What follows belongs to an exercise in optimizing a design on an open flow for small area, a short achievable clock period and few clock cycles; a production flow would make more cautious choices. For this run, only the layout was checked, not whether the RTL still works.

--- design/flow/run.sh ---
#!/bin/bash
# synth_recipe.tcl (not shown) runs the flow's synth.tcl, then flattens the netlist and writes it again
# the make line also repeats each setting of config.mk as NAME=value (left out here)
make -C /OpenROAD-flow-scripts/flow DESIGN_CONFIG=/design/flow/config.mk WORK_HOME=/design/flow/orfs CLKGATE_MAP_FILE= SYNTH_SCRIPT=/design/flow/synth_recipe.tcl finish
--- design/flow/config.mk ---
export PLATFORM = sky130hd
export DESIGN_NAME = goldschmidt_divider_q4_4
export DESIGN_NICKNAME = goldschmidt_divider_q4_4
export VERILOG_FILES = /design/flow/design.v
export SDC_FILE = /design/flow/constraint.sdc
export NUM_CORES = 4
export LEC_CHECK = 0
export CAP_MARGIN = 20
export CORE_MARGIN = 2
export CORE_UTILIZATION = 40
export SLEW_MARGIN = 20
--- design/flow/constraint.sdc ---
create_clock -name core_clock -period 8.0 [get_ports {clk}]
set_input_delay 1.6000 -clock core_clock [delete_from_list [all_inputs] [get_ports {clk}]]
set_output_delay 1.6000 -clock core_clock [all_outputs]
set_load 0.01 [all_outputs]
--- design/flow/design.v ---
module goldschmidt_divider_q4_4 (
    input  wire       clk,
    input  wire       rst_n,
    input  wire       start,
    input  wire [7:0] numerator,
    input  wire [7:0] denominator,
    output wire [7:0] quotient,
    output reg        valid,
    output reg        error
);
    reg busy;
    always @(posedge clk or negedge rst_n) begin
        if (!rst_n) begin
            busy  <= 1'b0;
            valid <= 1'b0;
        end else begin
            busy  <= start;
            valid <= busy;
        end
    end
    wire       sgn0 = numerator[7] ^ denominator[7];
    wire [7:0] nr0  = numerator[7]   ? -numerator   : numerator;
    wire [7:0] dr0  = denominator[7] ? -denominator : denominator;
    reg [2:0] p0, cls0;
    always @(*) begin
        casez (dr0)
            8'b1???????: begin p0 = 3'd7; cls0 = dr0[6:4]; end
            8'b01??????: begin p0 = 3'd6; cls0 = dr0[5:3]; end
            8'b001?????: begin p0 = 3'd5; cls0 = dr0[4:2]; end
            8'b0001????: begin p0 = 3'd4; cls0 = dr0[3:1]; end
            8'b00001???: begin p0 = 3'd3; cls0 = dr0[2:0]; end
            8'b000001??: begin p0 = 3'd2; cls0 = {dr0[1:0], 1'b0}; end
            8'b0000001?: begin p0 = 3'd1; cls0 = {dr0[0], 2'b0}; end
            default:     begin p0 = 3'd0; cls0 = 3'd0; end
        endcase
    end
    reg [4:0] bd0, bd1;
    reg [2:0] bd2;
    always @(*) begin
        case ({nr0[2:0], 1'b0})
            4'b0000:          bd0 = 5'b00000;
            4'b0010:          bd0 = 5'b00001;
            4'b0100:          bd0 = 5'b00010;
            4'b0110:          bd0 = 5'b00100;
            4'b1000:          bd0 = 5'b11000;
            4'b1010:          bd0 = 5'b10100;
            4'b1100:          bd0 = 5'b10010;
            default:          bd0 = 5'b10001;
        endcase
        case (nr0[5:2])
            4'b0000, 4'b1111: bd1 = 5'b00000;
            4'b0001, 4'b0010: bd1 = 5'b00001;
            4'b0011, 4'b0100: bd1 = 5'b00010;
            4'b0101, 4'b0110: bd1 = 5'b00100;
            4'b0111:          bd1 = 5'b01000;
            4'b1000:          bd1 = 5'b11000;
            4'b1001, 4'b1010: bd1 = 5'b10100;
            4'b1011, 4'b1100: bd1 = 5'b10010;
            default:          bd1 = 5'b10001;
        endcase
        bd2 = {1'b0, nr0[7] | (nr0[6] & nr0[5]), ~nr0[7] & (nr0[6] ^ nr0[5])};
    end
    reg [7:0] rom0;
    always @(*) begin
        case (nr0[6:0])
            7'd0: rom0 = 8'd0;
            7'd1: rom0 = 8'd187;
            7'd2: rom0 = 8'd229;
            7'd3: rom0 = 8'd108;
            7'd4: rom0 = 8'd242;
            7'd5: rom0 = 8'd173;
            7'd6: rom0 = 8'd215;
            7'd7: rom0 = 8'd94;
            7'd8: rom0 = 8'd229;
            7'd9: rom0 = 8'd15;
            7'd10: rom0 = 8'd202;
            7'd11: rom0 = 8'd81;
            7'd12: rom0 = 8'd122;
            7'd13: rom0 = 8'd1;
            7'd14: rom0 = 8'd188;
            7'd15: rom0 = 8'd67;
            7'd16: rom0 = 8'd109;
            7'd17: rom0 = 8'd244;
            7'd18: rom0 = 8'd123;
            7'd19: rom0 = 8'd216;
            7'd20: rom0 = 8'd95;
            7'd21: rom0 = 8'd230;
            7'd22: rom0 = 8'd16;
            7'd23: rom0 = 8'd203;
            7'd24: rom0 = 8'd82;
            7'd25: rom0 = 8'd217;
            7'd26: rom0 = 8'd3;
            7'd27: rom0 = 8'd138;
            7'd28: rom0 = 8'd68;
            7'd29: rom0 = 8'd110;
            7'd30: rom0 = 8'd245;
            7'd31: rom0 = 8'd124;
            7'd32: rom0 = 8'd166;
            7'd33: rom0 = 8'd97;
            7'd34: rom0 = 8'd232;
            7'd35: rom0 = 8'd111;
            7'd36: rom0 = 8'd153;
            7'd37: rom0 = 8'd83;
            7'd38: rom0 = 8'd218;
            7'd39: rom0 = 8'd4;
            7'd40: rom0 = 8'd139;
            7'd41: rom0 = 8'd18;
            7'd42: rom0 = 8'd112;
            7'd43: rom0 = 8'd247;
            7'd44: rom0 = 8'd125;
            7'd45: rom0 = 8'd4;
            7'd46: rom0 = 8'd98;
            7'd47: rom0 = 8'd233;
            7'd48: rom0 = 8'd112;
            7'd49: rom0 = 8'd154;
            7'd50: rom0 = 8'd33;
            7'd51: rom0 = 8'd220;
            7'd52: rom0 = 8'd5;
            7'd53: rom0 = 8'd140;
            7'd54: rom0 = 8'd19;
            7'd55: rom0 = 8'd206;
            7'd56: rom0 = 8'd248;
            7'd57: rom0 = 8'd127;
            7'd58: rom0 = 8'd6;
            7'd59: rom0 = 8'd47;
            7'd60: rom0 = 8'd234;
            7'd61: rom0 = 8'd113;
            7'd62: rom0 = 8'd155;
            7'd63: rom0 = 8'd34;
            7'd64: rom0 = 8'd169;
            7'd65: rom0 = 8'd100;
            7'd66: rom0 = 8'd141;
            7'd67: rom0 = 8'd20;
            7'd68: rom0 = 8'd155;
            7'd69: rom0 = 8'd249;
            7'd70: rom0 = 8'd128;
            7'd71: rom0 = 8'd7;
            7'd72: rom0 = 8'd49;
            7'd73: rom0 = 8'd183;
            7'd74: rom0 = 8'd114;
            7'd75: rom0 = 8'd249;
            7'd76: rom0 = 8'd35;
            7'd77: rom0 = 8'd170;
            7'd78: rom0 = 8'd101;
            7'd79: rom0 = 8'd143;
            7'd80: rom0 = 8'd21;
            7'd81: rom0 = 8'd156;
            7'd82: rom0 = 8'd198;
            7'd83: rom0 = 8'd129;
            7'd84: rom0 = 8'd8;
            7'd85: rom0 = 8'd143;
            7'd86: rom0 = 8'd58;
            7'd87: rom0 = 8'd245;
            7'd88: rom0 = 8'd30;
            7'd89: rom0 = 8'd165;
            7'd90: rom0 = 8'd44;
            7'd91: rom0 = 8'd179;
            7'd92: rom0 = 8'd17;
            7'd93: rom0 = 8'd152;
            7'd94: rom0 = 8'd31;
            7'd95: rom0 = 8'd72;
            7'd96: rom0 = 8'd207;
            7'd97: rom0 = 8'd138;
            7'd98: rom0 = 8'd180;
            7'd99: rom0 = 8'd59;
            7'd100: rom0 = 8'd194;
            7'd101: rom0 = 8'd125;
            7'd102: rom0 = 8'd166;
            7'd103: rom0 = 8'd45;
            7'd104: rom0 = 8'd180;
            7'd105: rom0 = 8'd222;
            7'd106: rom0 = 8'd153;
            7'd107: rom0 = 8'd32;
            7'd108: rom0 = 8'd74;
            7'd109: rom0 = 8'd208;
            7'd110: rom0 = 8'd139;
            7'd111: rom0 = 8'd18;
            7'd112: rom0 = 8'd60;
            7'd113: rom0 = 8'd195;
            7'd114: rom0 = 8'd74;
            7'd115: rom0 = 8'd168;
            7'd116: rom0 = 8'd47;
            7'd117: rom0 = 8'd181;
            7'd118: rom0 = 8'd223;
            7'd119: rom0 = 8'd154;
            7'd120: rom0 = 8'd33;
            7'd121: rom0 = 8'd168;
            7'd122: rom0 = 8'd210;
            7'd123: rom0 = 8'd89;
            7'd124: rom0 = 8'd19;
            7'd125: rom0 = 8'd61;
            7'd126: rom0 = 8'd196;
            7'd127: rom0 = 8'd75;
        endcase
    end
    wire dz0   = (denominator == 8'd0);
    wire eq0   = (nr0 == dr0);
    wire d160  = (dr0 == 8'h10);
    wire d1280 = (denominator == 8'h80);
    reg [7:0] spec0;
    always @(*) begin
        if (dz0)       spec0 = 8'h00;
        else if (eq0)  spec0 = 8'h10;
        else if (d160) spec0 = nr0;
        else           spec0 = rom0;
    end
    reg [4:0]  bdg0, bdg1;
    reg [2:0]  bdg2;
    reg [2:0]  pa, cls;
    reg        sgna, dza, usespa;
    reg [7:0]  speca;
    always @(posedge clk) begin
        bdg0   <= bd0;
        bdg1   <= bd1;
        bdg2   <= bd2;
        pa     <= p0;
        cls    <= cls0;
        sgna   <= sgn0;
        dza    <= dz0;
        usespa <= dz0 | eq0 | d160 | d1280;
        speca  <= spec0;
    end
    wire [12:0] k1 = ({13{cls == 3'd0}} & 13'd7224) |
        ({13{cls == 3'd1}} & 13'd6783) |
        ({13{cls == 3'd2}} & 13'd6240) |
        ({13{cls == 3'd3}} & 13'd5840) |
        ({13{cls == 3'd4}} & 13'd5328) |
        ({13{cls == 3'd5}} & 13'd5004) |
        ({13{cls == 3'd6}} & 13'd4658) |
        ({13{cls == 3'd7}} & 13'd4369);
    wire [14:0] k3 = ({15{cls == 3'd0}} & 15'd21672) |
        ({15{cls == 3'd1}} & 15'd20349) |
        ({15{cls == 3'd2}} & 15'd18720) |
        ({15{cls == 3'd3}} & 15'd17520) |
        ({15{cls == 3'd4}} & 15'd15984) |
        ({15{cls == 3'd5}} & 15'd15012) |
        ({15{cls == 3'd6}} & 15'd13974) |
        ({15{cls == 3'd7}} & 15'd13107);
    wire       bs0 = bdg0[4], bs1 = bdg1[4];
    wire [4:1] bm0 = bdg0[3:0], bm1 = bdg1[3:0];
    wire [4:1] bm2 = {2'b00, bdg2[1:0]};
    wire m1_1;
    wire m1_2;
    wire m1_3;
    wire m1_4;
    wire m1_5;
    wire m1_6;
    wire m1_7;
    wire m1_8;
    wire m1_9;
    wire m1_10;
    wire m1_11;
    wire m1_12;
    wire m1_13;
    wire m1_14;
    wire m1_15;
    wire m1_16;
    wire m1_17;
    wire m1_18;
    wire m1_19;
    wire m1_20;
    wire m1_21;
    wire m1_22;
    wire m1_23;
    wire m1_24;
    wire m1_25;
    wire m1_26;
    wire m1_27;
    wire m1_28;
    wire m1_29;
    wire m1_30;
    wire m1_31;
    wire m1_32;
    wire m1_33;
    wire m1_34;
    assign m1_1 = bs1 ^ (bs0 ^ ((bm0[1] & k1[3]) | (bm0[2] & k1[2]) | (bm0[3] & k3[3]) | (bm0[4] & k1[1])));
    assign m1_2 = bs1 & (bs0 ^ ((bm0[1] & k1[3]) | (bm0[2] & k1[2]) | (bm0[3] & k3[3]) | (bm0[4] & k1[1])));
    assign m1_3 = (bs0 ^ ((bm0[1] & k1[4]) | (bm0[2] & k1[3]) | (bm0[3] & k3[4]) | (bm0[4] & k1[2]))) ^ (bs1 ^ ((bm1[1] & k1[1]) | (bm1[2] & k1[0]) | (bm1[3] & k3[1])));
    assign m1_4 = (bs0 ^ ((bm0[1] & k1[4]) | (bm0[2] & k1[3]) | (bm0[3] & k3[4]) | (bm0[4] & k1[2]))) & (bs1 ^ ((bm1[1] & k1[1]) | (bm1[2] & k1[0]) | (bm1[3] & k3[1])));
    assign m1_5 = (bs0 ^ ((bm0[1] & k1[5]) | (bm0[2] & k1[4]) | (bm0[3] & k3[5]) | (bm0[4] & k1[3]))) ^ (bs1 ^ ((bm1[1] & k1[2]) | (bm1[2] & k1[1]) | (bm1[3] & k3[2]) | (bm1[4] & k1[0])));
    assign m1_6 = (bs0 ^ ((bm0[1] & k1[5]) | (bm0[2] & k1[4]) | (bm0[3] & k3[5]) | (bm0[4] & k1[3]))) & (bs1 ^ ((bm1[1] & k1[2]) | (bm1[2] & k1[1]) | (bm1[3] & k3[2]) | (bm1[4] & k1[0])));
    assign m1_7 = (bs0 ^ ((bm0[1] & k1[6]) | (bm0[2] & k1[5]) | (bm0[3] & k3[6]) | (bm0[4] & k1[4]))) ^ (bs1 ^ ((bm1[1] & k1[3]) | (bm1[2] & k1[2]) | (bm1[3] & k3[3]) | (bm1[4] & k1[1]))) ^ ((bm2[1] & k1[0]));
    assign m1_8 = ((bs0 ^ ((bm0[1] & k1[6]) | (bm0[2] & k1[5]) | (bm0[3] & k3[6]) | (bm0[4] & k1[4]))) & (bs1 ^ ((bm1[1] & k1[3]) | (bm1[2] & k1[2]) | (bm1[3] & k3[3]) | (bm1[4] & k1[1])))) | ((bs0 ^ ((bm0[1] & k1[6]) | (bm0[2] & k1[5]) | (bm0[3] & k3[6]) | (bm0[4] & k1[4]))) & ((bm2[1] & k1[0]))) | ((bs1 ^ ((bm1[1] & k1[3]) | (bm1[2] & k1[2]) | (bm1[3] & k3[3]) | (bm1[4] & k1[1]))) & ((bm2[1] & k1[0])));
    assign m1_9 = (bs0 ^ ((bm0[1] & k1[7]) | (bm0[2] & k1[6]) | (bm0[3] & k3[7]) | (bm0[4] & k1[5]))) ^ (bs1 ^ ((bm1[1] & k1[4]) | (bm1[2] & k1[3]) | (bm1[3] & k3[4]) | (bm1[4] & k1[2]))) ^ ((bm2[1] & k1[1]) | (bm2[2] & k1[0]));
    assign m1_10 = ((bs0 ^ ((bm0[1] & k1[7]) | (bm0[2] & k1[6]) | (bm0[3] & k3[7]) | (bm0[4] & k1[5]))) & (bs1 ^ ((bm1[1] & k1[4]) | (bm1[2] & k1[3]) | (bm1[3] & k3[4]) | (bm1[4] & k1[2])))) | ((bs0 ^ ((bm0[1] & k1[7]) | (bm0[2] & k1[6]) | (bm0[3] & k3[7]) | (bm0[4] & k1[5]))) & ((bm2[1] & k1[1]) | (bm2[2] & k1[0]))) | ((bs1 ^ ((bm1[1] & k1[4]) | (bm1[2] & k1[3]) | (bm1[3] & k3[4]) | (bm1[4] & k1[2]))) & ((bm2[1] & k1[1]) | (bm2[2] & k1[0])));
    assign m1_11 = (bs0 ^ ((bm0[1] & k1[8]) | (bm0[2] & k1[7]) | (bm0[3] & k3[8]) | (bm0[4] & k1[6]))) ^ (bs1 ^ ((bm1[1] & k1[5]) | (bm1[2] & k1[4]) | (bm1[3] & k3[5]) | (bm1[4] & k1[3]))) ^ ((bm2[1] & k1[2]) | (bm2[2] & k1[1]));
    assign m1_12 = ((bs0 ^ ((bm0[1] & k1[8]) | (bm0[2] & k1[7]) | (bm0[3] & k3[8]) | (bm0[4] & k1[6]))) & (bs1 ^ ((bm1[1] & k1[5]) | (bm1[2] & k1[4]) | (bm1[3] & k3[5]) | (bm1[4] & k1[3])))) | ((bs0 ^ ((bm0[1] & k1[8]) | (bm0[2] & k1[7]) | (bm0[3] & k3[8]) | (bm0[4] & k1[6]))) & ((bm2[1] & k1[2]) | (bm2[2] & k1[1]))) | ((bs1 ^ ((bm1[1] & k1[5]) | (bm1[2] & k1[4]) | (bm1[3] & k3[5]) | (bm1[4] & k1[3]))) & ((bm2[1] & k1[2]) | (bm2[2] & k1[1])));
    assign m1_13 = (bs0 ^ ((bm0[1] & k1[9]) | (bm0[2] & k1[8]) | (bm0[3] & k3[9]) | (bm0[4] & k1[7]))) ^ (bs1 ^ ((bm1[1] & k1[6]) | (bm1[2] & k1[5]) | (bm1[3] & k3[6]) | (bm1[4] & k1[4]))) ^ ((bm2[1] & k1[3]) | (bm2[2] & k1[2]));
    assign m1_14 = ((bs0 ^ ((bm0[1] & k1[9]) | (bm0[2] & k1[8]) | (bm0[3] & k3[9]) | (bm0[4] & k1[7]))) & (bs1 ^ ((bm1[1] & k1[6]) | (bm1[2] & k1[5]) | (bm1[3] & k3[6]) | (bm1[4] & k1[4])))) | ((bs0 ^ ((bm0[1] & k1[9]) | (bm0[2] & k1[8]) | (bm0[3] & k3[9]) | (bm0[4] & k1[7]))) & ((bm2[1] & k1[3]) | (bm2[2] & k1[2]))) | ((bs1 ^ ((bm1[1] & k1[6]) | (bm1[2] & k1[5]) | (bm1[3] & k3[6]) | (bm1[4] & k1[4]))) & ((bm2[1] & k1[3]) | (bm2[2] & k1[2])));
    assign m1_15 = (bs0 ^ ((bm0[1] & k1[10]) | (bm0[2] & k1[9]) | (bm0[3] & k3[10]) | (bm0[4] & k1[8]))) ^ (bs1 ^ ((bm1[1] & k1[7]) | (bm1[2] & k1[6]) | (bm1[3] & k3[7]) | (bm1[4] & k1[5]))) ^ ((bm2[1] & k1[4]) | (bm2[2] & k1[3]));
    assign m1_16 = ((bs0 ^ ((bm0[1] & k1[10]) | (bm0[2] & k1[9]) | (bm0[3] & k3[10]) | (bm0[4] & k1[8]))) & (bs1 ^ ((bm1[1] & k1[7]) | (bm1[2] & k1[6]) | (bm1[3] & k3[7]) | (bm1[4] & k1[5])))) | ((bs0 ^ ((bm0[1] & k1[10]) | (bm0[2] & k1[9]) | (bm0[3] & k3[10]) | (bm0[4] & k1[8]))) & ((bm2[1] & k1[4]) | (bm2[2] & k1[3]))) | ((bs1 ^ ((bm1[1] & k1[7]) | (bm1[2] & k1[6]) | (bm1[3] & k3[7]) | (bm1[4] & k1[5]))) & ((bm2[1] & k1[4]) | (bm2[2] & k1[3])));
    assign m1_17 = (bs0 ^ ((bm0[1] & k1[11]) | (bm0[2] & k1[10]) | (bm0[3] & k3[11]) | (bm0[4] & k1[9]))) ^ (bs1 ^ ((bm1[1] & k1[8]) | (bm1[2] & k1[7]) | (bm1[3] & k3[8]) | (bm1[4] & k1[6]))) ^ ((bm2[1] & k1[5]) | (bm2[2] & k1[4]));
    assign m1_18 = ((bs0 ^ ((bm0[1] & k1[11]) | (bm0[2] & k1[10]) | (bm0[3] & k3[11]) | (bm0[4] & k1[9]))) & (bs1 ^ ((bm1[1] & k1[8]) | (bm1[2] & k1[7]) | (bm1[3] & k3[8]) | (bm1[4] & k1[6])))) | ((bs0 ^ ((bm0[1] & k1[11]) | (bm0[2] & k1[10]) | (bm0[3] & k3[11]) | (bm0[4] & k1[9]))) & ((bm2[1] & k1[5]) | (bm2[2] & k1[4]))) | ((bs1 ^ ((bm1[1] & k1[8]) | (bm1[2] & k1[7]) | (bm1[3] & k3[8]) | (bm1[4] & k1[6]))) & ((bm2[1] & k1[5]) | (bm2[2] & k1[4])));
    assign m1_19 = (bs0 ^ ((bm0[1] & k1[12]) | (bm0[2] & k1[11]) | (bm0[3] & k3[12]) | (bm0[4] & k1[10]))) ^ (bs1 ^ ((bm1[1] & k1[9]) | (bm1[2] & k1[8]) | (bm1[3] & k3[9]) | (bm1[4] & k1[7]))) ^ ((bm2[1] & k1[6]) | (bm2[2] & k1[5]));
    assign m1_20 = ((bs0 ^ ((bm0[1] & k1[12]) | (bm0[2] & k1[11]) | (bm0[3] & k3[12]) | (bm0[4] & k1[10]))) & (bs1 ^ ((bm1[1] & k1[9]) | (bm1[2] & k1[8]) | (bm1[3] & k3[9]) | (bm1[4] & k1[7])))) | ((bs0 ^ ((bm0[1] & k1[12]) | (bm0[2] & k1[11]) | (bm0[3] & k3[12]) | (bm0[4] & k1[10]))) & ((bm2[1] & k1[6]) | (bm2[2] & k1[5]))) | ((bs1 ^ ((bm1[1] & k1[9]) | (bm1[2] & k1[8]) | (bm1[3] & k3[9]) | (bm1[4] & k1[7]))) & ((bm2[1] & k1[6]) | (bm2[2] & k1[5])));
    assign m1_21 = (bs0 ^ ((bm0[2] & k1[12]) | (bm0[3] & k3[13]) | (bm0[4] & k1[11]))) ^ (bs1 ^ ((bm1[1] & k1[10]) | (bm1[2] & k1[9]) | (bm1[3] & k3[10]) | (bm1[4] & k1[8]))) ^ ((bm2[1] & k1[7]) | (bm2[2] & k1[6]));
    assign m1_22 = ((bs0 ^ ((bm0[2] & k1[12]) | (bm0[3] & k3[13]) | (bm0[4] & k1[11]))) & (bs1 ^ ((bm1[1] & k1[10]) | (bm1[2] & k1[9]) | (bm1[3] & k3[10]) | (bm1[4] & k1[8])))) | ((bs0 ^ ((bm0[2] & k1[12]) | (bm0[3] & k3[13]) | (bm0[4] & k1[11]))) & ((bm2[1] & k1[7]) | (bm2[2] & k1[6]))) | ((bs1 ^ ((bm1[1] & k1[10]) | (bm1[2] & k1[9]) | (bm1[3] & k3[10]) | (bm1[4] & k1[8]))) & ((bm2[1] & k1[7]) | (bm2[2] & k1[6])));
    assign m1_23 = (bs0 ^ ((bm0[3] & k3[14]) | (bm0[4] & k1[12]))) ^ (bs1 ^ ((bm1[1] & k1[11]) | (bm1[2] & k1[10]) | (bm1[3] & k3[11]) | (bm1[4] & k1[9]))) ^ ((bm2[1] & k1[8]) | (bm2[2] & k1[7]));
    assign m1_24 = ((bs0 ^ ((bm0[3] & k3[14]) | (bm0[4] & k1[12]))) & (bs1 ^ ((bm1[1] & k1[11]) | (bm1[2] & k1[10]) | (bm1[3] & k3[11]) | (bm1[4] & k1[9])))) | ((bs0 ^ ((bm0[3] & k3[14]) | (bm0[4] & k1[12]))) & ((bm2[1] & k1[8]) | (bm2[2] & k1[7]))) | ((bs1 ^ ((bm1[1] & k1[11]) | (bm1[2] & k1[10]) | (bm1[3] & k3[11]) | (bm1[4] & k1[9]))) & ((bm2[1] & k1[8]) | (bm2[2] & k1[7])));
    assign m1_25 = bs0 ^ (bs1 ^ ((bm1[1] & k1[12]) | (bm1[2] & k1[11]) | (bm1[3] & k3[12]) | (bm1[4] & k1[10]))) ^ ((bm2[1] & k1[9]) | (bm2[2] & k1[8]));
    assign m1_26 = (bs0 & (bs1 ^ ((bm1[1] & k1[12]) | (bm1[2] & k1[11]) | (bm1[3] & k3[12]) | (bm1[4] & k1[10])))) | (bs0 & ((bm2[1] & k1[9]) | (bm2[2] & k1[8]))) | ((bs1 ^ ((bm1[1] & k1[12]) | (bm1[2] & k1[11]) | (bm1[3] & k3[12]) | (bm1[4] & k1[10]))) & ((bm2[1] & k1[9]) | (bm2[2] & k1[8])));
    assign m1_27 = bs0 ^ (bs1 ^ ((bm1[2] & k1[12]) | (bm1[3] & k3[13]) | (bm1[4] & k1[11]))) ^ ((bm2[1] & k1[10]) | (bm2[2] & k1[9]));
    assign m1_28 = (bs0 & (bs1 ^ ((bm1[2] & k1[12]) | (bm1[3] & k3[13]) | (bm1[4] & k1[11])))) | (bs0 & ((bm2[1] & k1[10]) | (bm2[2] & k1[9]))) | ((bs1 ^ ((bm1[2] & k1[12]) | (bm1[3] & k3[13]) | (bm1[4] & k1[11]))) & ((bm2[1] & k1[10]) | (bm2[2] & k1[9])));
    assign m1_29 = bs0 ^ (bs1 ^ ((bm1[3] & k3[14]) | (bm1[4] & k1[12]))) ^ ((bm2[1] & k1[11]) | (bm2[2] & k1[10]));
    assign m1_30 = (bs0 & (bs1 ^ ((bm1[3] & k3[14]) | (bm1[4] & k1[12])))) | (bs0 & ((bm2[1] & k1[11]) | (bm2[2] & k1[10]))) | ((bs1 ^ ((bm1[3] & k3[14]) | (bm1[4] & k1[12]))) & ((bm2[1] & k1[11]) | (bm2[2] & k1[10])));
    assign m1_31 = ~bs0 ^ ~bs1 ^ ((bm2[1] & k1[12]) | (bm2[2] & k1[11]));
    assign m1_32 = (~bs0 & ~bs1) | (~bs0 & ((bm2[1] & k1[12]) | (bm2[2] & k1[11]))) | (~bs1 & ((bm2[1] & k1[12]) | (bm2[2] & k1[11])));
    assign m1_33 = 1'b1 ^ ((bm2[2] & k1[12]));
    assign m1_34 = 1'b1 & ((bm2[2] & k1[12]));
    wire [19:0] x_a = {m1_33, m1_31, m1_29, m1_27, m1_25, m1_23, m1_21, m1_19, m1_17, m1_15, m1_13, m1_11, m1_9, m1_7, m1_5, m1_3, m1_1, (bs0 ^ ((bm0[1] & k1[2]) | (bm0[2] & k1[1]) | (bm0[3] & k3[2]) | (bm0[4] & k1[0]))), (bs0 ^ ((bm0[1] & k1[1]) | (bm0[2] & k1[0]) | (bm0[3] & k3[1]))), bs0};
    wire [19:0] x_b = {m1_32, m1_30, m1_28, m1_26, m1_24, m1_22, m1_20, m1_18, m1_16, m1_14, m1_12, m1_10, m1_8, m1_6, m1_4, m1_2, (bs1 ^ ((bm1[1] & k1[0]) | (bm1[3] & k3[0]))), 1'b0, 1'b0, (bs0 ^ ((bm0[1] & k1[0]) | (bm0[3] & k3[0])))};
    wire [19:0] x  = x_a + x_b;
    wire [11:0] n2 = x[19:8];
    wire [1:0] s3 = ({2{cls == 3'd1}} & 2'd1) |
        ({2{cls == 3'd2}} & 2'd2) |
        ({2{cls == 3'd3}} & 2'd2) |
        ({2{cls == 3'd4}} & 2'd2) |
        ({2{cls == 3'd5}} & 2'd2) |
        ({2{cls == 3'd6}} & 2'd2) |
        ({2{cls == 3'd7}} & 2'd2);
    wire [1:0] es = ({2{cls == 3'd0}} & 2'd1) |
        ({2{cls == 3'd2}} & 2'd2) |
        ({2{cls == 3'd4}} & 2'd1);
    wire [2:0] e1 = ({3{cls == 3'd0}} & 3'd1) |
        ({3{cls == 3'd1}} & 3'd4) |
        ({3{cls == 3'd2}} & 3'd7) |
        ({3{cls == 3'd3}} & 3'd2) |
        ({3{cls == 3'd4}} & 3'd1) |
        ({3{cls == 3'd7}} & 3'd1);
    wire [2:0] e2 = ({3{cls == 3'd0}} & 3'd4) |
        ({3{cls == 3'd1}} & 3'd1) |
        ({3{cls == 3'd3}} & 3'd1) |
        ({3{cls == 3'd4}} & 3'd2) |
        ({3{cls == 3'd5}} & 3'd1) |
        ({3{cls == 3'd6}} & 3'd1);
    wire [20:0] c2 = ({21{cls == 3'd0}} & 21'd57345) |
        ({21{cls == 3'd1}} & 21'd65536) |
        ({21{cls == 3'd2}} & 21'd32772) |
        ({21{cls == 3'd3}} & 21'd65536) |
        ({21{cls == 3'd4}} & 21'd57345) |
        ({21{cls == 3'd5}} & 21'd65536) |
        ({21{cls == 3'd6}} & 21'd65536) |
        ({21{cls == 3'd7}} & 21'd65536);
    wire es_0 = es[0], es_1 = es[1];
    wire e1_0 = e1[0], e1_1 = e1[1], e1_2 = e1[2];
    wire e2_0 = e2[0], e2_1 = e2[1], e2_2 = e2[2];
    wire m2_1;
    wire m2_2;
    wire m2_3;
    wire m2_4;
    wire m2_5;
    wire m2_6;
    wire m2_7;
    wire m2_8;
    wire m2_9;
    wire m2_10;
    wire m2_11;
    wire m2_12;
    wire m2_13;
    wire m2_14;
    wire m2_15;
    wire m2_16;
    wire m2_17;
    wire m2_18;
    wire m2_19;
    wire m2_20;
    wire m2_21;
    wire m2_22;
    wire m2_23;
    wire m2_24;
    wire m2_25;
    wire m2_26;
    wire m2_27;
    wire m2_28;
    wire m2_29;
    wire m2_30;
    wire m2_31;
    wire m2_32;
    wire m2_33;
    wire m2_34;
    wire m2_35;
    wire m2_36;
    wire m2_37;
    wire m2_38;
    wire m2_39;
    wire m2_40;
    wire m2_41;
    wire m2_42;
    wire m2_43;
    wire m2_44;
    wire m2_45;
    wire m2_46;
    wire m2_47;
    wire m2_48;
    wire m2_49;
    wire m2_50;
    assign m2_1 = n2[0] ^ (es_0 ^ ((e1_0 & n2[8]) | (e2_0 & n2[7])));
    assign m2_2 = n2[0] & (es_0 ^ ((e1_0 & n2[8]) | (e2_0 & n2[7])));
    assign m2_3 = n2[1] ^ (es_0 ^ ((e1_0 & n2[9]) | (e2_0 & n2[8]))) ^ (es_1 ^ ((e1_1 & n2[7]) | (e2_1 & n2[6])));
    assign m2_4 = (n2[1] & (es_0 ^ ((e1_0 & n2[9]) | (e2_0 & n2[8])))) | (n2[1] & (es_1 ^ ((e1_1 & n2[7]) | (e2_1 & n2[6])))) | ((es_0 ^ ((e1_0 & n2[9]) | (e2_0 & n2[8]))) & (es_1 ^ ((e1_1 & n2[7]) | (e2_1 & n2[6]))));
    assign m2_5 = n2[2] ^ (es_0 ^ ((e1_0 & n2[10]) | (e2_0 & n2[9]))) ^ (es_1 ^ ((e1_1 & n2[8]) | (e2_1 & n2[7])));
    assign m2_6 = (n2[2] & (es_0 ^ ((e1_0 & n2[10]) | (e2_0 & n2[9])))) | (n2[2] & (es_1 ^ ((e1_1 & n2[8]) | (e2_1 & n2[7])))) | ((es_0 ^ ((e1_0 & n2[10]) | (e2_0 & n2[9]))) & (es_1 ^ ((e1_1 & n2[8]) | (e2_1 & n2[7]))));
    assign m2_7 = n2[3] ^ (es_0 ^ ((e1_0 & n2[11]) | (e2_0 & n2[10]))) ^ (es_1 ^ ((e1_1 & n2[9]) | (e2_1 & n2[8])));
    assign m2_8 = (n2[3] & (es_0 ^ ((e1_0 & n2[11]) | (e2_0 & n2[10])))) | (n2[3] & (es_1 ^ ((e1_1 & n2[9]) | (e2_1 & n2[8])))) | ((es_0 ^ ((e1_0 & n2[11]) | (e2_0 & n2[10]))) & (es_1 ^ ((e1_1 & n2[9]) | (e2_1 & n2[8]))));
    assign m2_9 = n2[4] ^ (es_0 ^ ((e2_0 & n2[11]))) ^ (es_1 ^ ((e1_1 & n2[10]) | (e2_1 & n2[9])));
    assign m2_10 = (n2[4] & (es_0 ^ ((e2_0 & n2[11])))) | (n2[4] & (es_1 ^ ((e1_1 & n2[10]) | (e2_1 & n2[9])))) | ((es_0 ^ ((e2_0 & n2[11]))) & (es_1 ^ ((e1_1 & n2[10]) | (e2_1 & n2[9]))));
    assign m2_11 = n2[5] ^ c2[13] ^ (es_1 ^ ((e1_1 & n2[11]) | (e2_1 & n2[10])));
    assign m2_12 = (n2[5] & c2[13]) | (n2[5] & (es_1 ^ ((e1_1 & n2[11]) | (e2_1 & n2[10])))) | (c2[13] & (es_1 ^ ((e1_1 & n2[11]) | (e2_1 & n2[10]))));
    assign m2_13 = n2[6] ^ c2[14] ^ (es_1 ^ ((e2_1 & n2[11])));
    assign m2_14 = (n2[6] & c2[14]) | (n2[6] & (es_1 ^ ((e2_1 & n2[11])))) | (c2[14] & (es_1 ^ ((e2_1 & n2[11]))));
    assign m2_15 = n2[7] ^ c2[15];
    assign m2_16 = n2[7] & c2[15];
    assign m2_17 = n2[8] ^ c2[16];
    assign m2_18 = n2[8] & c2[16];
    assign m2_19 = c2[2] ^ (es_0 ^ ((e1_0 & n2[2]) | (e2_0 & n2[1])));
    assign m2_20 = c2[2] & (es_0 ^ ((e1_0 & n2[2]) | (e2_0 & n2[1])));
    assign m2_21 = (es_0 ^ ((e1_0 & n2[3]) | (e2_0 & n2[2]))) ^ (es_1 ^ ((e1_1 & n2[1]) | (e2_1 & n2[0])));
    assign m2_22 = (es_0 ^ ((e1_0 & n2[3]) | (e2_0 & n2[2]))) & (es_1 ^ ((e1_1 & n2[1]) | (e2_1 & n2[0])));
    assign m2_23 = (es_0 ^ ((e1_0 & n2[4]) | (e2_0 & n2[3]))) ^ (es_1 ^ ((e1_1 & n2[2]) | (e2_1 & n2[1]))) ^ ((e1_2 & n2[0]));
    assign m2_24 = ((es_0 ^ ((e1_0 & n2[4]) | (e2_0 & n2[3]))) & (es_1 ^ ((e1_1 & n2[2]) | (e2_1 & n2[1])))) | ((es_0 ^ ((e1_0 & n2[4]) | (e2_0 & n2[3]))) & ((e1_2 & n2[0]))) | ((es_1 ^ ((e1_1 & n2[2]) | (e2_1 & n2[1]))) & ((e1_2 & n2[0])));
    assign m2_25 = (es_0 ^ ((e1_0 & n2[5]) | (e2_0 & n2[4]))) ^ (es_1 ^ ((e1_1 & n2[3]) | (e2_1 & n2[2]))) ^ ((e1_2 & n2[1]) | (e2_2 & n2[0]));
    assign m2_26 = ((es_0 ^ ((e1_0 & n2[5]) | (e2_0 & n2[4]))) & (es_1 ^ ((e1_1 & n2[3]) | (e2_1 & n2[2])))) | ((es_0 ^ ((e1_0 & n2[5]) | (e2_0 & n2[4]))) & ((e1_2 & n2[1]) | (e2_2 & n2[0]))) | ((es_1 ^ ((e1_1 & n2[3]) | (e2_1 & n2[2]))) & ((e1_2 & n2[1]) | (e2_2 & n2[0])));
    assign m2_27 = (es_0 ^ ((e1_0 & n2[6]) | (e2_0 & n2[5]))) ^ (es_1 ^ ((e1_1 & n2[4]) | (e2_1 & n2[3]))) ^ ((e1_2 & n2[2]) | (e2_2 & n2[1]));
    assign m2_28 = ((es_0 ^ ((e1_0 & n2[6]) | (e2_0 & n2[5]))) & (es_1 ^ ((e1_1 & n2[4]) | (e2_1 & n2[3])))) | ((es_0 ^ ((e1_0 & n2[6]) | (e2_0 & n2[5]))) & ((e1_2 & n2[2]) | (e2_2 & n2[1]))) | ((es_1 ^ ((e1_1 & n2[4]) | (e2_1 & n2[3]))) & ((e1_2 & n2[2]) | (e2_2 & n2[1])));
    assign m2_29 = (es_0 ^ ((e1_0 & n2[7]) | (e2_0 & n2[6]))) ^ (es_1 ^ ((e1_1 & n2[5]) | (e2_1 & n2[4]))) ^ ((e1_2 & n2[3]) | (e2_2 & n2[2]));
    assign m2_30 = ((es_0 ^ ((e1_0 & n2[7]) | (e2_0 & n2[6]))) & (es_1 ^ ((e1_1 & n2[5]) | (e2_1 & n2[4])))) | ((es_0 ^ ((e1_0 & n2[7]) | (e2_0 & n2[6]))) & ((e1_2 & n2[3]) | (e2_2 & n2[2]))) | ((es_1 ^ ((e1_1 & n2[5]) | (e2_1 & n2[4]))) & ((e1_2 & n2[3]) | (e2_2 & n2[2])));
    assign m2_31 = (es_1 ^ ((e1_1 & n2[6]) | (e2_1 & n2[5]))) ^ ((e1_2 & n2[4]) | (e2_2 & n2[3])) ^ m2_1;
    assign m2_32 = ((es_1 ^ ((e1_1 & n2[6]) | (e2_1 & n2[5]))) & ((e1_2 & n2[4]) | (e2_2 & n2[3]))) | ((es_1 ^ ((e1_1 & n2[6]) | (e2_1 & n2[5]))) & m2_1) | (((e1_2 & n2[4]) | (e2_2 & n2[3])) & m2_1);
    assign m2_33 = ((e1_2 & n2[5]) | (e2_2 & n2[4])) ^ m2_2 ^ m2_3;
    assign m2_34 = (((e1_2 & n2[5]) | (e2_2 & n2[4])) & m2_2) | (((e1_2 & n2[5]) | (e2_2 & n2[4])) & m2_3) | (m2_2 & m2_3);
    assign m2_35 = ((e1_2 & n2[6]) | (e2_2 & n2[5])) ^ m2_4 ^ m2_5;
    assign m2_36 = (((e1_2 & n2[6]) | (e2_2 & n2[5])) & m2_4) | (((e1_2 & n2[6]) | (e2_2 & n2[5])) & m2_5) | (m2_4 & m2_5);
    assign m2_37 = ((e1_2 & n2[7]) | (e2_2 & n2[6])) ^ m2_6 ^ m2_7;
    assign m2_38 = (((e1_2 & n2[7]) | (e2_2 & n2[6])) & m2_6) | (((e1_2 & n2[7]) | (e2_2 & n2[6])) & m2_7) | (m2_6 & m2_7);
    assign m2_39 = ((e1_2 & n2[8]) | (e2_2 & n2[7])) ^ m2_8 ^ m2_9;
    assign m2_40 = (((e1_2 & n2[8]) | (e2_2 & n2[7])) & m2_8) | (((e1_2 & n2[8]) | (e2_2 & n2[7])) & m2_9) | (m2_8 & m2_9);
    assign m2_41 = ((e1_2 & n2[9]) | (e2_2 & n2[8])) ^ m2_10 ^ m2_11;
    assign m2_42 = (((e1_2 & n2[9]) | (e2_2 & n2[8])) & m2_10) | (((e1_2 & n2[9]) | (e2_2 & n2[8])) & m2_11) | (m2_10 & m2_11);
    assign m2_43 = ((e1_2 & n2[10]) | (e2_2 & n2[9])) ^ m2_12 ^ m2_13;
    assign m2_44 = (((e1_2 & n2[10]) | (e2_2 & n2[9])) & m2_12) | (((e1_2 & n2[10]) | (e2_2 & n2[9])) & m2_13) | (m2_12 & m2_13);
    assign m2_45 = m2_15 ^ ((e1_2 & n2[11]) | (e2_2 & n2[10])) ^ m2_14;
    assign m2_46 = (m2_15 & ((e1_2 & n2[11]) | (e2_2 & n2[10]))) | (m2_15 & m2_14) | (((e1_2 & n2[11]) | (e2_2 & n2[10])) & m2_14);
    assign m2_47 = m2_16 ^ m2_17 ^ ((e2_2 & n2[11]));
    assign m2_48 = (m2_16 & m2_17) | (m2_16 & ((e2_2 & n2[11]))) | (m2_17 & ((e2_2 & n2[11])));
    assign m2_49 = n2[9] ^ m2_18;
    assign m2_50 = n2[9] & m2_18;
    wire [20:0] y_a = {1'b0, n2[11], n2[10], m2_49, m2_47, m2_45, m2_43, m2_41, m2_39, m2_37, m2_35, m2_33, m2_31, m2_29, m2_27, m2_25, m2_23, m2_21, m2_19, (es_0 ^ ((e1_0 & n2[1]) | (e2_0 & n2[0]))), c2[0]};
    wire [20:0] y_b = {1'b0, 1'b0, m2_50, m2_48, m2_46, m2_44, m2_42, m2_40, m2_38, m2_36, m2_34, m2_32, m2_30, m2_28, m2_26, m2_24, m2_22, m2_20, (es_1 ^ ((e1_1 & n2[0]))), 1'b0, (es_0 ^ ((e1_0 & n2[0])))};
    wire [8:0] ylo = {1'b0, y_a[7:0]} + {1'b0, y_b[7:0]};
    reg [12:0] ysb, ycb;
    reg        c8b, sg;
    reg [6:0]  ph;
    reg [1:0]  sb;
    always @(posedge clk) begin
        ysb   <= usespa ? {4'd0, speca, 1'b0} : y_a[20:8];
        ycb   <= usespa ? 13'h100 : y_b[20:8];
        c8b   <= ~usespa & ylo[8];
        ph    <= usespa ? 7'd1 : (7'd1 << pa);
        sb    <= usespa ? 2'd3 : s3;
        sg    <= sgna;
        error <= dza;
    end
    wire [9:0] lo10 = {1'b0, ysb[8:0]} + {1'b0, ycb[8:0]} + {9'd0, c8b};
    reg [12:0] ysh, ych;
    reg        cs;
    reg [8:0]  dd;
    always @(*) begin
        case (sb)
            2'd0:    begin ysh = {6'd0, ysb[12:6]}; ych = {6'd0, ycb[12:6]}; cs = lo10[6] ^ ysb[6] ^ ycb[6]; dd = 9'd260; end
            2'd1:    begin ysh = {7'd0, ysb[12:7]}; ych = {7'd0, ycb[12:7]}; cs = lo10[7] ^ ysb[7] ^ ycb[7]; dd = 9'd258; end
            2'd2:    begin ysh = {8'd0, ysb[12:8]}; ych = {8'd0, ycb[12:8]}; cs = lo10[8] ^ ysb[8] ^ ycb[8]; dd = 9'd257; end
            default: begin ysh = 13'd0;             ych = 13'd0;             cs = 1'b0;                   dd = 9'd256; end
        endcase
    end
    wire [14:0] gk = {8'd0, ph} + {14'd0, sg} + (sg ? {6'd0, dd} : -{6'd0, dd});
    wire v_1;
    wire v_2;
    wire v_3;
    wire v_4;
    wire v_5;
    wire v_6;
    wire v_7;
    wire v_8;
    wire v_9;
    wire v_10;
    wire v_11;
    wire v_12;
    wire v_13;
    wire v_14;
    wire v_15;
    wire v_16;
    wire v_17;
    wire v_18;
    wire v_19;
    wire v_20;
    wire v_21;
    wire v_22;
    wire v_23;
    wire v_24;
    wire v_25;
    wire v_26;
    wire v_27;
    wire v_28;
    wire v_29;
    wire v_30;
    wire v_31;
    wire v_32;
    wire v_33;
    wire v_34;
    wire v_35;
    wire v_36;
    wire v_37;
    wire v_38;
    wire v_39;
    wire v_40;
    wire v_41;
    wire v_42;
    wire v_43;
    wire v_44;
    wire v_45;
    wire v_46;
    wire v_47;
    wire v_48;
    wire v_49;
    wire v_50;
    wire v_51;
    wire v_52;
    wire v_53;
    wire v_54;
    wire v_55;
    wire v_56;
    wire v_57;
    wire v_58;
    wire v_59;
    wire v_60;
    wire v_61;
    wire v_62;
    wire v_63;
    wire v_64;
    wire v_65;
    wire v_66;
    wire v_67;
    wire v_68;
    wire v_69;
    wire v_70;
    wire v_71;
    wire v_72;
    wire v_73;
    wire v_74;
    wire v_75;
    wire v_76;
    wire v_77;
    wire v_78;
    wire v_79;
    wire v_80;
    wire v_81;
    wire v_82;
    wire v_83;
    wire v_84;
    wire v_85;
    wire v_86;
    wire v_87;
    wire v_88;
    wire v_89;
    wire v_90;
    wire v_91;
    wire v_92;
    wire v_93;
    wire v_94;
    wire v_95;
    wire v_96;
    wire v_97;
    wire v_98;
    wire v_99;
    wire v_100;
    wire v_101;
    wire v_102;
    wire v_103;
    wire v_104;
    wire v_105;
    wire v_106;
    wire v_107;
    wire v_108;
    wire v_109;
    wire v_110;
    assign v_1 = (ysb[0] ^ sg) ^ (ycb[0] ^ sg);
    assign v_2 = (ysb[0] ^ sg) & (ycb[0] ^ sg);
    assign v_3 = (c8b ^ sg) ^ v_1 ^ (ysh[0] ^ sg);
    assign v_4 = ((c8b ^ sg) & v_1) | ((c8b ^ sg) & (ysh[0] ^ sg)) | (v_1 & (ysh[0] ^ sg));
    assign v_5 = (ysb[1] ^ sg) ^ (ycb[1] ^ sg) ^ v_2;
    assign v_6 = ((ysb[1] ^ sg) & (ycb[1] ^ sg)) | ((ysb[1] ^ sg) & v_2) | ((ycb[1] ^ sg) & v_2);
    assign v_7 = (ysh[1] ^ sg) ^ (ych[1] ^ sg);
    assign v_8 = (ysh[1] ^ sg) & (ych[1] ^ sg);
    assign v_9 = (ysb[2] ^ sg) ^ (ycb[2] ^ sg) ^ (ysh[2] ^ sg);
    assign v_10 = ((ysb[2] ^ sg) & (ycb[2] ^ sg)) | ((ysb[2] ^ sg) & (ysh[2] ^ sg)) | ((ycb[2] ^ sg) & (ysh[2] ^ sg));
    assign v_11 = (ych[2] ^ sg) ^ gk[2];
    assign v_12 = (ych[2] ^ sg) & gk[2];
    assign v_13 = (ysb[3] ^ sg) ^ (ycb[3] ^ sg) ^ (ysh[3] ^ sg);
    assign v_14 = ((ysb[3] ^ sg) & (ycb[3] ^ sg)) | ((ysb[3] ^ sg) & (ysh[3] ^ sg)) | ((ycb[3] ^ sg) & (ysh[3] ^ sg));
    assign v_15 = (ych[3] ^ sg) ^ gk[3];
    assign v_16 = (ych[3] ^ sg) & gk[3];
    assign v_17 = (ysb[4] ^ sg) ^ (ycb[4] ^ sg) ^ (ysh[4] ^ sg);
    assign v_18 = ((ysb[4] ^ sg) & (ycb[4] ^ sg)) | ((ysb[4] ^ sg) & (ysh[4] ^ sg)) | ((ycb[4] ^ sg) & (ysh[4] ^ sg));
    assign v_19 = (ych[4] ^ sg) ^ gk[4];
    assign v_20 = (ych[4] ^ sg) & gk[4];
    assign v_21 = (ysb[5] ^ sg) ^ (ycb[5] ^ sg) ^ (ysh[5] ^ sg);
    assign v_22 = ((ysb[5] ^ sg) & (ycb[5] ^ sg)) | ((ysb[5] ^ sg) & (ysh[5] ^ sg)) | ((ycb[5] ^ sg) & (ysh[5] ^ sg));
    assign v_23 = (ych[5] ^ sg) ^ gk[5];
    assign v_24 = (ych[5] ^ sg) & gk[5];
    assign v_25 = (ysb[6] ^ sg) ^ (ycb[6] ^ sg) ^ (ysh[6] ^ sg);
    assign v_26 = ((ysb[6] ^ sg) & (ycb[6] ^ sg)) | ((ysb[6] ^ sg) & (ysh[6] ^ sg)) | ((ycb[6] ^ sg) & (ysh[6] ^ sg));
    assign v_27 = (ych[6] ^ sg) ^ gk[6];
    assign v_28 = (ych[6] ^ sg) & gk[6];
    assign v_29 = (ysb[7] ^ sg) ^ (ycb[7] ^ sg) ^ (ysh[7] ^ sg);
    assign v_30 = ((ysb[7] ^ sg) & (ycb[7] ^ sg)) | ((ysb[7] ^ sg) & (ysh[7] ^ sg)) | ((ycb[7] ^ sg) & (ysh[7] ^ sg));
    assign v_31 = (ych[7] ^ sg) ^ gk[7];
    assign v_32 = (ych[7] ^ sg) & gk[7];
    assign v_33 = (ysb[8] ^ sg) ^ (ycb[8] ^ sg) ^ (ysh[8] ^ sg);
    assign v_34 = ((ysb[8] ^ sg) & (ycb[8] ^ sg)) | ((ysb[8] ^ sg) & (ysh[8] ^ sg)) | ((ycb[8] ^ sg) & (ysh[8] ^ sg));
    assign v_35 = (ych[8] ^ sg) ^ gk[8];
    assign v_36 = (ych[8] ^ sg) & gk[8];
    assign v_37 = (ysb[9] ^ sg) ^ (ycb[9] ^ sg) ^ (ysh[9] ^ sg);
    assign v_38 = ((ysb[9] ^ sg) & (ycb[9] ^ sg)) | ((ysb[9] ^ sg) & (ysh[9] ^ sg)) | ((ycb[9] ^ sg) & (ysh[9] ^ sg));
    assign v_39 = (ych[9] ^ sg) ^ gk[9];
    assign v_40 = (ych[9] ^ sg) & gk[9];
    assign v_41 = (ysb[10] ^ sg) ^ (ycb[10] ^ sg) ^ (ysh[10] ^ sg);
    assign v_42 = ((ysb[10] ^ sg) & (ycb[10] ^ sg)) | ((ysb[10] ^ sg) & (ysh[10] ^ sg)) | ((ycb[10] ^ sg) & (ysh[10] ^ sg));
    assign v_43 = (ych[10] ^ sg) ^ gk[10];
    assign v_44 = (ych[10] ^ sg) & gk[10];
    assign v_45 = (ysb[11] ^ sg) ^ (ycb[11] ^ sg) ^ (ysh[11] ^ sg);
    assign v_46 = ((ysb[11] ^ sg) & (ycb[11] ^ sg)) | ((ysb[11] ^ sg) & (ysh[11] ^ sg)) | ((ycb[11] ^ sg) & (ysh[11] ^ sg));
    assign v_47 = (ych[11] ^ sg) ^ gk[11];
    assign v_48 = (ych[11] ^ sg) & gk[11];
    assign v_49 = (ysb[12] ^ sg) ^ (ycb[12] ^ sg) ^ (ysh[12] ^ sg);
    assign v_50 = ((ysb[12] ^ sg) & (ycb[12] ^ sg)) | ((ysb[12] ^ sg) & (ysh[12] ^ sg)) | ((ycb[12] ^ sg) & (ysh[12] ^ sg));
    assign v_51 = (ych[12] ^ sg) ^ gk[12];
    assign v_52 = (ych[12] ^ sg) & gk[12];
    assign v_53 = (ych[0] ^ sg) ^ gk[0];
    assign v_54 = (ych[0] ^ sg) & gk[0];
    assign v_55 = gk[1] ^ v_5 ^ v_7;
    assign v_56 = (gk[1] & v_5) | (gk[1] & v_7) | (v_5 & v_7);
    assign v_57 = v_6 ^ v_8 ^ v_11;
    assign v_58 = (v_6 & v_8) | (v_6 & v_11) | (v_8 & v_11);
    assign v_59 = v_12 ^ v_15 ^ v_10;
    assign v_60 = (v_12 & v_15) | (v_12 & v_10) | (v_15 & v_10);
    assign v_61 = v_16 ^ v_19 ^ v_14;
    assign v_62 = (v_16 & v_19) | (v_16 & v_14) | (v_19 & v_14);
    assign v_63 = v_20 ^ v_23 ^ v_18;
    assign v_64 = (v_20 & v_23) | (v_20 & v_18) | (v_23 & v_18);
    assign v_65 = v_24 ^ v_27 ^ v_22;
    assign v_66 = (v_24 & v_27) | (v_24 & v_22) | (v_27 & v_22);
    assign v_67 = v_28 ^ v_31 ^ v_26;
    assign v_68 = (v_28 & v_31) | (v_28 & v_26) | (v_31 & v_26);
    assign v_69 = v_32 ^ v_35 ^ v_30;
    assign v_70 = (v_32 & v_35) | (v_32 & v_30) | (v_35 & v_30);
    assign v_71 = v_36 ^ v_39 ^ v_34;
    assign v_72 = (v_36 & v_39) | (v_36 & v_34) | (v_39 & v_34);
    assign v_73 = v_40 ^ v_43 ^ v_38;
    assign v_74 = (v_40 & v_43) | (v_40 & v_38) | (v_43 & v_38);
    assign v_75 = v_44 ^ v_47 ^ v_42;
    assign v_76 = (v_44 & v_47) | (v_44 & v_42) | (v_47 & v_42);
    assign v_77 = v_48 ^ v_51 ^ v_46;
    assign v_78 = (v_48 & v_51) | (v_48 & v_46) | (v_51 & v_46);
    assign v_79 = gk[13] ^ v_52;
    assign v_80 = gk[13] & v_52;
    assign v_81 = v_53 ^ (cs ^ sg);
    assign v_82 = v_53 & (cs ^ sg);
    assign v_83 = v_54 ^ v_4 ^ v_55;
    assign v_84 = (v_54 & v_4) | (v_54 & v_55) | (v_4 & v_55);
    assign v_85 = v_9 ^ v_56 ^ v_57;
    assign v_86 = (v_9 & v_56) | (v_9 & v_57) | (v_56 & v_57);
    assign v_87 = v_13 ^ v_58 ^ v_59;
    assign v_88 = (v_13 & v_58) | (v_13 & v_59) | (v_58 & v_59);
    assign v_89 = v_17 ^ v_60 ^ v_61;
    assign v_90 = (v_17 & v_60) | (v_17 & v_61) | (v_60 & v_61);
    assign v_91 = v_21 ^ v_62 ^ v_63;
    assign v_92 = (v_21 & v_62) | (v_21 & v_63) | (v_62 & v_63);
    assign v_93 = v_25 ^ v_64 ^ v_65;
    assign v_94 = (v_25 & v_64) | (v_25 & v_65) | (v_64 & v_65);
    assign v_95 = v_29 ^ v_66 ^ v_67;
    assign v_96 = (v_29 & v_66) | (v_29 & v_67) | (v_66 & v_67);
    assign v_97 = v_33 ^ v_68 ^ v_69;
    assign v_98 = (v_33 & v_68) | (v_33 & v_69) | (v_68 & v_69);
    assign v_99 = v_37 ^ v_70 ^ v_71;
    assign v_100 = (v_37 & v_70) | (v_37 & v_71) | (v_70 & v_71);
    assign v_101 = v_41 ^ v_72 ^ v_73;
    assign v_102 = (v_41 & v_72) | (v_41 & v_73) | (v_72 & v_73);
    assign v_103 = v_45 ^ v_74 ^ v_75;
    assign v_104 = (v_45 & v_74) | (v_45 & v_75) | (v_74 & v_75);
    assign v_105 = v_49 ^ v_76 ^ v_77;
    assign v_106 = (v_49 & v_76) | (v_49 & v_77) | (v_76 & v_77);
    assign v_107 = v_50 ^ v_79 ^ v_78;
    assign v_108 = (v_50 & v_79) | (v_50 & v_78) | (v_79 & v_78);
    assign v_109 = gk[14] ^ v_80;
    assign v_110 = gk[14] & v_80;
    wire [14:0] v_a = {v_109, v_107, v_105, v_103, v_101, v_99, v_97, v_95, v_93, v_91, v_89, v_87, v_85, v_83, v_81};
    wire [14:0] v_b = {v_108, v_106, v_104, v_102, v_100, v_98, v_96, v_94, v_92, v_90, v_88, v_86, v_84, v_82, v_3};
    wire [14:0] v  = v_a + v_b;
    assign quotient = ({8{ph[0]}} & v[8:1])  | ({8{ph[1]}} & v[9:2])  |
                      ({8{ph[2]}} & v[10:3]) | ({8{ph[3]}} & v[11:4]) |
                      ({8{ph[4]}} & v[12:5]) | ({8{ph[5]}} & v[13:6]) |
                      ({8{ph[6]}} & v[14:7]);
endmodule
==> run summary <==
## state kept, by name, indices dropped and copies added (netlist names), 2 cells and up
| signal | flops |
|---|---|
| ycb | 11 |
| ysb | 12 |
| pa | 3 |
| bdg2 | 2 |
| sb | 2 |
| ph | 7 |
| bdg1 | 5 |
| cls | 3 |
| bdg0 | 5 |
| speca | 8 |
## per-stage QoR
step	utilization [%]	std cells	cell area, um^2	setup slack [ns]
after CTS	43.54	1871	12430	0.01831
after global placement	42.49	1855	12130	0.3477
after floorplan	-	1525	11550	0.4366
final	43.79	1872	12500	0.2509
after detailed placement	42.49	1855	12130	0.2019
after global routing	43.79	1872	12500	-0.02104
## routing by layer
| layer | GRT usage, % | vias to the layer above | share of wire [%] |
|---|---|---|---|
| li1 | - | 5384 | - |
| met1 | 30.54 | 5293 | 43 |
| met2 | 36.74 | 524 | 47 |
| met3 | 3.171 | 64 | 7.6 |
| met4 | 6.478 | 0 | 2.3 |
| met5 | 0 | - | 0 |
## kinds of logic after synthesis
kind of cell / count (synthesis) / synth area share (%)
simple gates: 431 / 17.10
fa+ha+maj: 162 / 21.37
flops: 66 / 11.53
other cells: 1 / 0.03248
buf+inv: 212 / 7.379
mux: 21 / 2.070
xor+xnor: 134 / 10.91
compound gates: 497 / 29.61
## cell type report
cell class	instances	share of cell area (%)
clock inverter	4	0.2102
multi-input combinational	1247	75.93
inverter	96	2.882
sequential	66	10.70
timing repair buffer	63	4.384
clock buffer	12	2.052
tap	384	3.843
## repair_timing
action                     4_1_cts  5_1_grt
gates resized for setup          5       15
hold buffers                     0        0
pin swaps                        0        6
setup endpoints to repair        4        7
buffers inserted                 0        1
## worst max path at each step
stage                       end  depth (start not counted)        startpoint  slack [ns]
detailed placement  quotient[7]                         23  sb[0]$_SDFF_PP1_        0.20
CTS                 quotient[7]                         23  sb[0]$_SDFF_PP1_        0.02
floorplan           quotient[7]                         22        sg$_DFF_P_        0.44
global placement    quotient[7]                         23  sb[0]$_SDFF_PP1_        0.35
global route        quotient[5]                         24  sb[0]$_SDFF_PP1_       -0.02
finish              quotient[4]                         24  sb[0]$_SDFF_PP1_        0.25
## worst max-delay path, stage by stage (launching register included)
cell and delay [ns]:
sky130_fd_sc_hd__dfxtp_2 0.36, sky130_fd_sc_hd__inv_1 0.08, sky130_fd_sc_hd__ha_1 0.23, sky130_fd_sc_hd__fa_1 0.41, sky130_fd_sc_hd__fa_1 0.41, sky130_fd_sc_hd__a21o_1 0.19, sky130_fd_sc_hd__a21oi_2 0.17, sky130_fd_sc_hd__o21bai_1 0.09
sky130_fd_sc_hd__a21o_1 0.22, sky130_fd_sc_hd__a21oi_2 0.18, sky130_fd_sc_hd__buf_4 0.14, sky130_fd_sc_hd__nor3_1 0.04, sky130_fd_sc_hd__ha_1 0.29, sky130_fd_sc_hd__xnor2_1 0.15, sky130_fd_sc_hd__fa_1 0.51, sky130_fd_sc_hd__inv_1 0.05
sky130_fd_sc_hd__fa_1 0.47, sky130_fd_sc_hd__inv_1 0.04, sky130_fd_sc_hd__ha_2 0.29, sky130_fd_sc_hd__and2_1 0.19, sky130_fd_sc_hd__a311oi_4 0.35, sky130_fd_sc_hd__xnor2_2 0.20, sky130_fd_sc_hd__a22oi_1 0.10, sky130_fd_sc_hd__nand3_1 0.11
sky130_fd_sc_hd__clkdlybuf4s50_1 0.53
## placed cells by master, fill, tap and decap left out, drive strengths merged, types with 13 or more instances in the layout
cell type      instances
nand3                 29
inv                   96
buf                   35
a211oi                25
xor2                  36
ha                    98
dfxtp                 64
nor3                  34
xnor2                 98
nand2                147
o211ai                17
fa                    60
nor2b                 23
o21ai                111
o22ai                 19
nor2                 130
a31oi                 24
o21a                  16
a22oi                 23
a21oi                133
nand2b                14
a222oi                16
clkdlybuf4s50         26
mux2                  13
==> run_summary.xml <==
<?xml version="1.0" encoding="UTF-8"?>
<metrics>
  <group name="outcome">
    <metric name="result_of_the_run" unit="">no timing/DRC/antenna violations</metric>
  </group>
  <group name="layout">
    <metric name="final-seq-area" unit="um^2">1338</metric>
    <metric name="nets" unit="">1660</metric>
    <metric name="antenna-diode-count" unit="">0</metric>
    <metric name="synthToLayoutAreaGrowth" unit="%">8.267</metric>
    <metric name="area_taken_by_multi_input_logic_gates" unit="um^2">9493</metric>
    <metric name="layout-drive-gt1-share" unit="%">9.476</metric>
    <metric name="fillCellCount" unit="">2967</metric>
  </group>
  <group name="worst_setup_path">
    <metric name="startpoint_kind_of_the_worst_setup_timing_path" unit="">flop</metric>
    <metric name="critical_path.endpoint_type" unit="">output pin</metric>
    <metric name="rr_startpoint" unit="">cls[2]$_SDFF_PN0_</metric>
    <metric name="reg2reg_depth" unit="">22</metric>
    <metric name="cp.arrival" unit="ns">6.15</metric>
    <metric name="worst-path-max-fanout" unit="">5</metric>
    <metric name="critical_register_to_register_path_endpoint" unit="">ysb[2]$_DFF_P_</metric>
    <metric name="reg2reg_setup_slack" unit="ns">1.21</metric>
    <metric name="timing.critical_path.required" unit="ns">6.40</metric>
    <metric name="timing.setup.critical_path_class" unit="">flop to output pin</metric>
  </group>
  <group name="run">
    <metric name="drv_cap" unit="">0</metric>
  </group>
  <group name="sta">
    <metric name="timing.slew.headroom" unit="%">35.26</metric>
    <metric name="final.min_clock_period" unit="ns">7.749</metric>
    <metric name="final.setup_skew" unit="ns">0.01031</metric>
    <metric name="max_freq" unit="MHz">129.0</metric>
    <metric name="setup_tns" unit="ns">0</metric>
    <metric name="timing.final.max_slew_violations" unit="">0</metric>
    <metric name="setup_viol" unit="">0</metric>
    <metric name="final_hold_viol_count" unit="">0</metric>
    <metric name="tightest_slew" unit="ns">0.9711</metric>
    <metric name="finalHoldWorstSlack" unit="ns">0.3265</metric>
    <metric name="timing.final.crit_share" unit="%">96.86</metric>
  </group>
  <group name="die">
    <metric name="fp.dieArea" unit="um^2">30240</metric>
    <metric name="die_w" unit="um">173.9</metric>
    <metric name="initial_utilization" unit="%">40.45</metric>
    <metric name="rows" unit="">62</metric>
    <metric name="die_height" unit="um">173.9</metric>
    <metric name="fp.coreArea" unit="um^2">28550</metric>
    <metric name="floorplan.io_pins" unit="">29</metric>
  </group>
  <group name="synthesis">
    <metric name="post_synth.cell_area_avg" unit="um^2">7.577</metric>
    <metric name="synth_top_cells_by_area" unit="">sky130_fd_sc_hd__dfxtp_1, sky130_fd_sc_hd__ha_1, sky130_fd_sc_hd__fa_1</metric>
    <metric name="synth.yosys.warnings" unit="">1</metric>
    <metric name="netlist_area" unit="um^2">11550</metric>
    <metric name="cell_accounting_for_the_most_synthesized_area" unit="">sky130_fd_sc_hd__dfxtp_1</metric>
    <metric name="ys_ff_latch" unit="">66</metric>
    <metric name="syn_inst" unit="">1524</metric>
    <metric name="yosysTopAreaCellShare" unit="%">11.10</metric>
    <metric name="seq_area_frac_synth" unit="%">11.53</metric>
    <metric name="synth-async-reset-ratio" unit="%">3.030</metric>
    <metric name="yosysMostFrequentCell" unit="">sky130_fd_sc_hd__nand2_1</metric>
    <metric name="synth.lib_cells_used.distinct" unit="">96</metric>
    <metric name="synth_commonest_cells" unit="">sky130_fd_sc_hd__nand2_1, sky130_fd_sc_hd__a21oi_1, sky130_fd_sc_hd__nor2_1, sky130_fd_sc_hd__o21ai_0, sky130_fd_sc_hd__ha_1</metric>
    <metric name="synth_enable_flop_cells" unit="">0</metric>
    <metric name="synth_ff_type" unit="">sky130_fd_sc_hd__dfxtp_1</metric>
  </group>
  <group name="cts">
    <metric name="tritoncts" unit="">built</metric>
    <metric name="clkTransAtPathRegs" unit="ns">0.06</metric>
    <metric name="htree_num_levels" unit="">3</metric>
    <metric name="insertion_delay" unit="ns">0.33</metric>
    <metric name="clk_path_buf_depth" unit="">2</metric>
    <metric name="cts_made_buffers" unit="">9</metric>
    <metric name="cts.root.buffer_cell" unit="">sky130_fd_sc_hd__clkbuf_16</metric>
    <metric name="clock_sink_count" unit="">66</metric>
  </group>
  <group name="grt">
    <metric name="grt_max_degree" unit="">47</metric>
    <metric name="initial_antenna_violation_count" unit="">0</metric>
    <metric name="grt.total_usage" unit="%">22.36</metric>
    <metric name="grt_first_pass_wirelength" unit="um">55950</metric>
    <metric name="grt_remaining_overflow" unit="">0</metric>
    <metric name="grt_pass1_vias" unit="">10431</metric>
  </group>
  <group name="drt">
    <metric name="via_count" unit="">11265</metric>
    <metric name="drt-wirelength-per-cell" unit="um">18.39</metric>
    <metric name="route.final.wire_length" unit="um">34420</metric>
    <metric name="drt.antenna.violating_nets" unit="">0</metric>
    <metric name="detailedRoute.firstPassIterationCount" unit="">8</metric>
    <metric name="route.detailed.vias_per_inst" unit="">6.018</metric>
    <metric name="initialDrtViolationCount" unit="">1336</metric>
    <metric name="drc_errors" unit="">0</metric>
  </group>
  <group name="min_path">
    <metric name="worstHoldStart" unit="">dza$_DFF_P_</metric>
    <metric name="hold-path-cell-count" unit="">0</metric>
    <metric name="class_of_the_tightest_hold_or_removal_check" unit="">flop to flop</metric>
    <metric name="hold_end" unit="">error$_DFF_P_</metric>
  </group>
  <group name="placement">
    <metric name="gp_congestion" unit="">0.9226</metric>
    <metric name="placed_wire_length_estimate_after_detailed_placement" unit="um">25070</metric>
    <metric name="portBuffers" unit="">28</metric>
  </group>
</metrics>

-- re-timing with driven ports --
The results above use ideal ports. As a check the final layout listed here was re-extracted and re-timed, cells and wires unchanged.
Step 1 (the two cells are an assumption about what drives the block):
set clk [get_ports {clk}]
set_driving_cell -lib_cell sky130_fd_sc_hd__clkbuf_16 $clk
set_driving_cell -lib_cell sky130_fd_sc_hd__buf_2 [delete_from_list [all_inputs] $clk]
Step 2 also shifts input and output timing later by t, the mid clock arrival at the registers, as if the neighbouring blocks saw the same clock.
Slacks: no drivers / after step 1 / after step 2; pairs: no drivers / after step 1.
t (ns): 0.371
slack for setup (ns): 0.251 / 0.202 / 0.573
clock arrival spread, ns: 0.010 / 0.010
After both steps this run still meets setup and hold. The setup slack of this run moves by -0.049 ns with the drivers and by +0.322 ns with both steps.
